This is an optimization exercise on Yosys and OpenROAD, whose aim is small area, a short achievable clock period and few clock cycles, not a production implementation.
In this exercise RTL edits were held to simulation tests only and were not proved equivalent to the original.

run 1:
## geofence
module geofence (clk, reset, X, Y, valid, is_inside);
input               clk;
input               reset;
input       [9:0]   X;
input       [9:0]   Y;
output  reg         valid;
output  reg         is_inside;
reg     [3:0]   cnt;         
reg     [9:0]   PX, PY;
reg signed [10:0] VX, VY;    
reg signed [11:0] VD;        
reg signed [10:0] LX, LY, RX, RY;
reg             deg;         
wire signed [10:0] dx = {1'b0, X} - {1'b0, PX};
wire signed [10:0] dy = {1'b0, Y} - {1'b0, PY};
wire signed [11:0] dd = {1'b0, PX} - {1'b0, X} + {1'b0, Y} - {1'b0, PY};
wire a_neg, a_zero, b_neg, b_zero;
cross_pair u_ab (.lx(LX), .ly(LY), .rx(RX), .ry(RY), .vx(VX), .vy(VY), .d(VD),
                 .a_neg(a_neg), .a_zero(a_zero), .b_neg(b_neg), .b_zero(b_zero));
wire a_pos = ~a_neg & ~a_zero;
wire b_pos = ~b_neg & ~b_zero;
wire v_zero = ~(|VX) & ~(|VY);
wire opp = (|LX) ? (VX[10] ^ LX[10]) : (VY[10] ^ LY[10]);
wire first = (cnt == 4'd2);
wire step  = (cnt >= 4'd2) && (cnt <= 4'd7);
wire cov_now = v_zero | (~a_pos & ~b_pos & (~deg | opp));
always @(posedge clk or posedge reset) begin
    if (reset) begin
        cnt   <= 4'd0;
        valid <= 1'b0;
    end else begin
        cnt   <= (cnt == 4'd8) ? 4'd0 : cnt + 4'd1;
        valid <= (cnt == 4'd7);
    end
end
always @(posedge clk) begin
    if (cnt == 4'd0) begin
        PX <= X;
        PY <= Y;
    end
    VX <= dx;
    VY <= dy;
    VD <= dd;
    if (first) begin
        LX <= VX; LY <= VY;
        RX <= VX; RY <= VY;
        deg <= 1'b1;
        is_inside <= v_zero;
    end else if (step) begin
        if (a_neg) begin LX <= VX; LY <= VY; end
        if (b_neg) begin RX <= VX; RY <= VY; end
        if (a_neg | b_neg) deg <= 1'b0;
        is_inside <= is_inside | cov_now;
    end
end
endmodule
Size in the first run: about 0.015 sq mm of cells after synthesis.
clock: 10.0 ns
lec_check: 0
abc_area: 1
cap_margin: 20
core_margin: 2
core_utilization: 40
place_density: 0.6
setup_slack_margin: 4
slew_margin: 20
standard.sh (not shown) runs the stock make flow with config.mk's settings and CLKGATE_MAP_FILE= SYNTH_SCRIPT=/design/flow/synth_recipe.tcl, a recipe that flattens the netlist after the stock synthesis.
==> flow/flow/run.sh <==
#!/bin/bash
# Standard ORFS layout, with one extra step between synthesis and floorplan:
# flow/polfix.py rewrites the synthesized netlist (same registers, same
# function) to drop the inverters between full adders and to turn half
# adders with an unused output into plain gates.
set -euo pipefail
bash standard.sh synth > synth.log 2>&1
R=orfs/results/${FLOW_PLATFORM}/geofence/base
cp $R/1_2_yosys.v 1_2_yosys.orig.v
python3 flow/polfix.py $R/1_2_yosys.v > polfix.log 2>&1
bash standard.sh finish > finish.log 2>&1
Other scripts of this flow, unchanged in this note and not shown: flow/flow/polfix.py
Run 1 has completed all stages; timing, DRC and antenna checks passed.
Testbench counts of run 1, summed over its fixed seeds: cycles 28,800.
Inputs modified between run 1 and run 2:
Settings: ABC_AREA removed (was 1); SETUP_SLACK_MARGIN changed from 4 to 3.
[summary]
From run 1 to run 2 the numbers moved as follows: flip-flop and latch area shrank by 0.58%, setup slack of the worst register-to-register path fell 840 ps, clock skew level, met3 wirelength from detailed routing lower. Run 1 → run 2: met1 track demand over resource in global routing lower; per-cell via count in the routed design went down. Biggest cell delay along the critical path: higher on run 2.
Relative to run 2, the following input files were edited for run 3:
Settings: putting ABC_AREA at 1 where nothing was set; swapping 3 for 5 in SETUP_SLACK_MARGIN.
--- outcome ---
What run 3 reported for via count has to be multiplied by 0.922 to get the figure for run 2. Against run 2, run 3 comes in 880 sq um higher on post-route cell area. Run 3 vs run 2, capture point of the worst path: RX[8] vs RY[5]. The higher via count of the first global-routing pass of run 3 and run 2 is in run 3. Diff run 2 -> run 3 | total stage count of the critical path | increase of 4. On run 3: synthesized cell count is 19 higher than what run 2 gave. Compare run 3 and run 2 | die area higher: run 2. Taking run 2 as the reference point, the final RePlAce weighted congestion of run 3 rises by 0.073.
--- input diff run 3..run 4 ---
Settings: a change of SETUP_SLACK_MARGIN from 5 to 2.
### Flow results
- Status | run 3 and run 4 | clean
- Compared run 3 against run 4; standard cell area after detailed placement within noise.
- Required time at the endpoint of the critical path for run 4: 80 ps down relative to run 3
- As far as number of nets produced by synthesis goes, run 3 and run 4 are indistinguishable; the numbers are identical.
--- input diff run 4..run 5 ---
Settings: a deleted ABC_AREA that had been 1; a change of PLACE_DENSITY from 0.6 to 0.75; a change of SETUP_SLACK_MARGIN from 2 to 5.
==> comparison <==
In the flow results for run 5 and run 4, the detailed-route vias per instance is smaller on run 4.
Cmp run 5 vs run 4: post-layout worst setup margin higher in run 5
Re data required time of the critical path: run 4 was lower than run 5.
NOTE design area run 4->run 5 increased by more than 10%
Between run 5 and run 4, the post-CTS repair timing setup buffer count is lower for run 4.
Changes observed in run 5 relative to run 4: area after synthesis picked up an extra 8.6%, total number of cells along the worst setup path fell 2.
[inputs] run 6 vs run 5
Settings: swapping 0.75 for 0.5 in PLACE_DENSITY; putting ABC_AREA at 1 where nothing was set.
- Run 6 vs run 5 — data arrival at the endpoint of the critical path dropped 540 ps.
- In the metrics for run 6 and run 5, the one carrying the higher area occupied by registers is run 6.
- Higher sequential share of layout area goes to run 6 over run 5.
- Comparing filler-free cell count of the finished design for run 6 and run 5, the smaller number came from run 5.

---

fjord:
geofence, a different RTL version from the one above (not shown whole).
Size: roughly 93 flip-flops, about 24 I/O pins.
clock: 10.0 ns
lec_check: 0
cap_margin: 20
core_margin: 2
core_utilization: 40
place_density: 0.6
slew_margin: 20
run.sh (not shown) runs the stock make flow with config.mk's settings and CLKGATE_MAP_FILE= SYNTH_SCRIPT=/design/flow/synth_recipe.tcl, a recipe that flattens the netlist after the stock synthesis.
Stock flow here: none of the scripts above is used.
fjord went all the way through synthesis, placement and routing and the layout is clean on timing, DRC and antenna.
Testbench counts of fjord, summed over its fixed seeds: cycles 28,800.
[inputs] quartz vs fjord
diff --git a/flow/config.mk b/flow/config.mk
--- a/flow/config.mk
+++ b/flow/config.mk
@@ -9,4 +9,5 @@
 export CORE_MARGIN = 2
-export CORE_UTILIZATION = 40
-export PLACE_DENSITY = 0.6
+export CORE_UTILIZATION = 60
+export PLACE_DENSITY = 0.75
+export SETUP_SLACK_MARGIN = 5
 export SLEW_MARGIN = 20
quartz closes out successfully: all stages finished, all timing, DRC and antenna checks passed.
fjord did not stop at any stage, and its layout met the timing, design-rule and antenna checks.
fjord has a lower pin slew with the least headroom to its limit than quartz.
Comparing fjord against quartz, there is no change at all in fraction of synthesized area in multiplexers.
On final worst-path setup slack, the higher figure sits with quartz, not fjord.
Relative to fjord, cell area has gone up in quartz.
Diff fjord -> quartz | placed wire-length estimate | down by a few percent
Of fjord and quartz, the lower minimum hold slack belongs to quartz.
In quartz, the share of the cycle needed by the critical path after routing came out 9.6 points below the value in fjord.
Input-level comparison between lagoon and quartz:
diff --git a/flow/config.mk b/flow/config.mk
--- a/flow/config.mk
+++ b/flow/config.mk
@@ -9,5 +9,5 @@
 export CORE_MARGIN = 2
-export CORE_UTILIZATION = 60
-export PLACE_DENSITY = 0.75
-export SETUP_SLACK_MARGIN = 5
+export CORE_UTILIZATION = 40
+export PLACE_DENSITY = 0.6
+export SETUP_SLACK_MARGIN = 4
 export SLEW_MARGIN = 20
Findings:
lagoon does better than quartz on post-route clock skew. quartz → lagoon: final hold slack flat, peak fanout along the critical path flat.

[afterwards: timing with drivers on the ports]
How much do the figures lean on ideal ports? The routed layouts below were timed once more, with nothing changed but the port constraints.
Step 1 (the two cells are an assumption about what drives the block):
set clk [get_ports {clk}]
set_driving_cell -lib_cell sky130_fd_sc_hd__clkbuf_16 $clk
set_driving_cell -lib_cell sky130_fd_sc_hd__buf_2 [delete_from_list [all_inputs] $clk]
Step 2 times the ports against the registers' clock, not the clock port: input delays grow and output delays shrink by t, the midpoint of the rising clock arrivals with the driver on.
a / b / c = ideal ports / drivers / drivers and shift; a / b = the first two.
run | t (ns) | slack for setup (ns) | worst data-port slew with drivers (ns)
run 1 | 0.379 | 4.153 / 4.153 / 4.124 | 0.04
run 2 | 0.404 | 3.313 / 3.313 / 3.313 | 0.04
run 3 | 0.385 | 4.608 / 4.608 / 4.608 | 0.04
run 4 | 0.380 | 2.646 / 2.646 / 2.646 | 0.04
run 5 | 0.399 | 4.206 / 4.206 / 4.206 | 0.04
run 6 | 0.389 | 4.701 / 4.701 / 4.701 | 0.03
fjord | 0.382 | 2.740 / 2.740 / 2.740 | 0.04
quartz | 0.391 | 3.703 / 3.703 / 3.703 | 0.03
lagoon | 0.396 | 3.794 / 3.794 / 3.794 | 0.04
After both steps setup and hold are still met in every run listed. For run 1, which loses most, drivers alone change the setup slack by 0.000 ns; drivers and shift together by -0.029 ns.
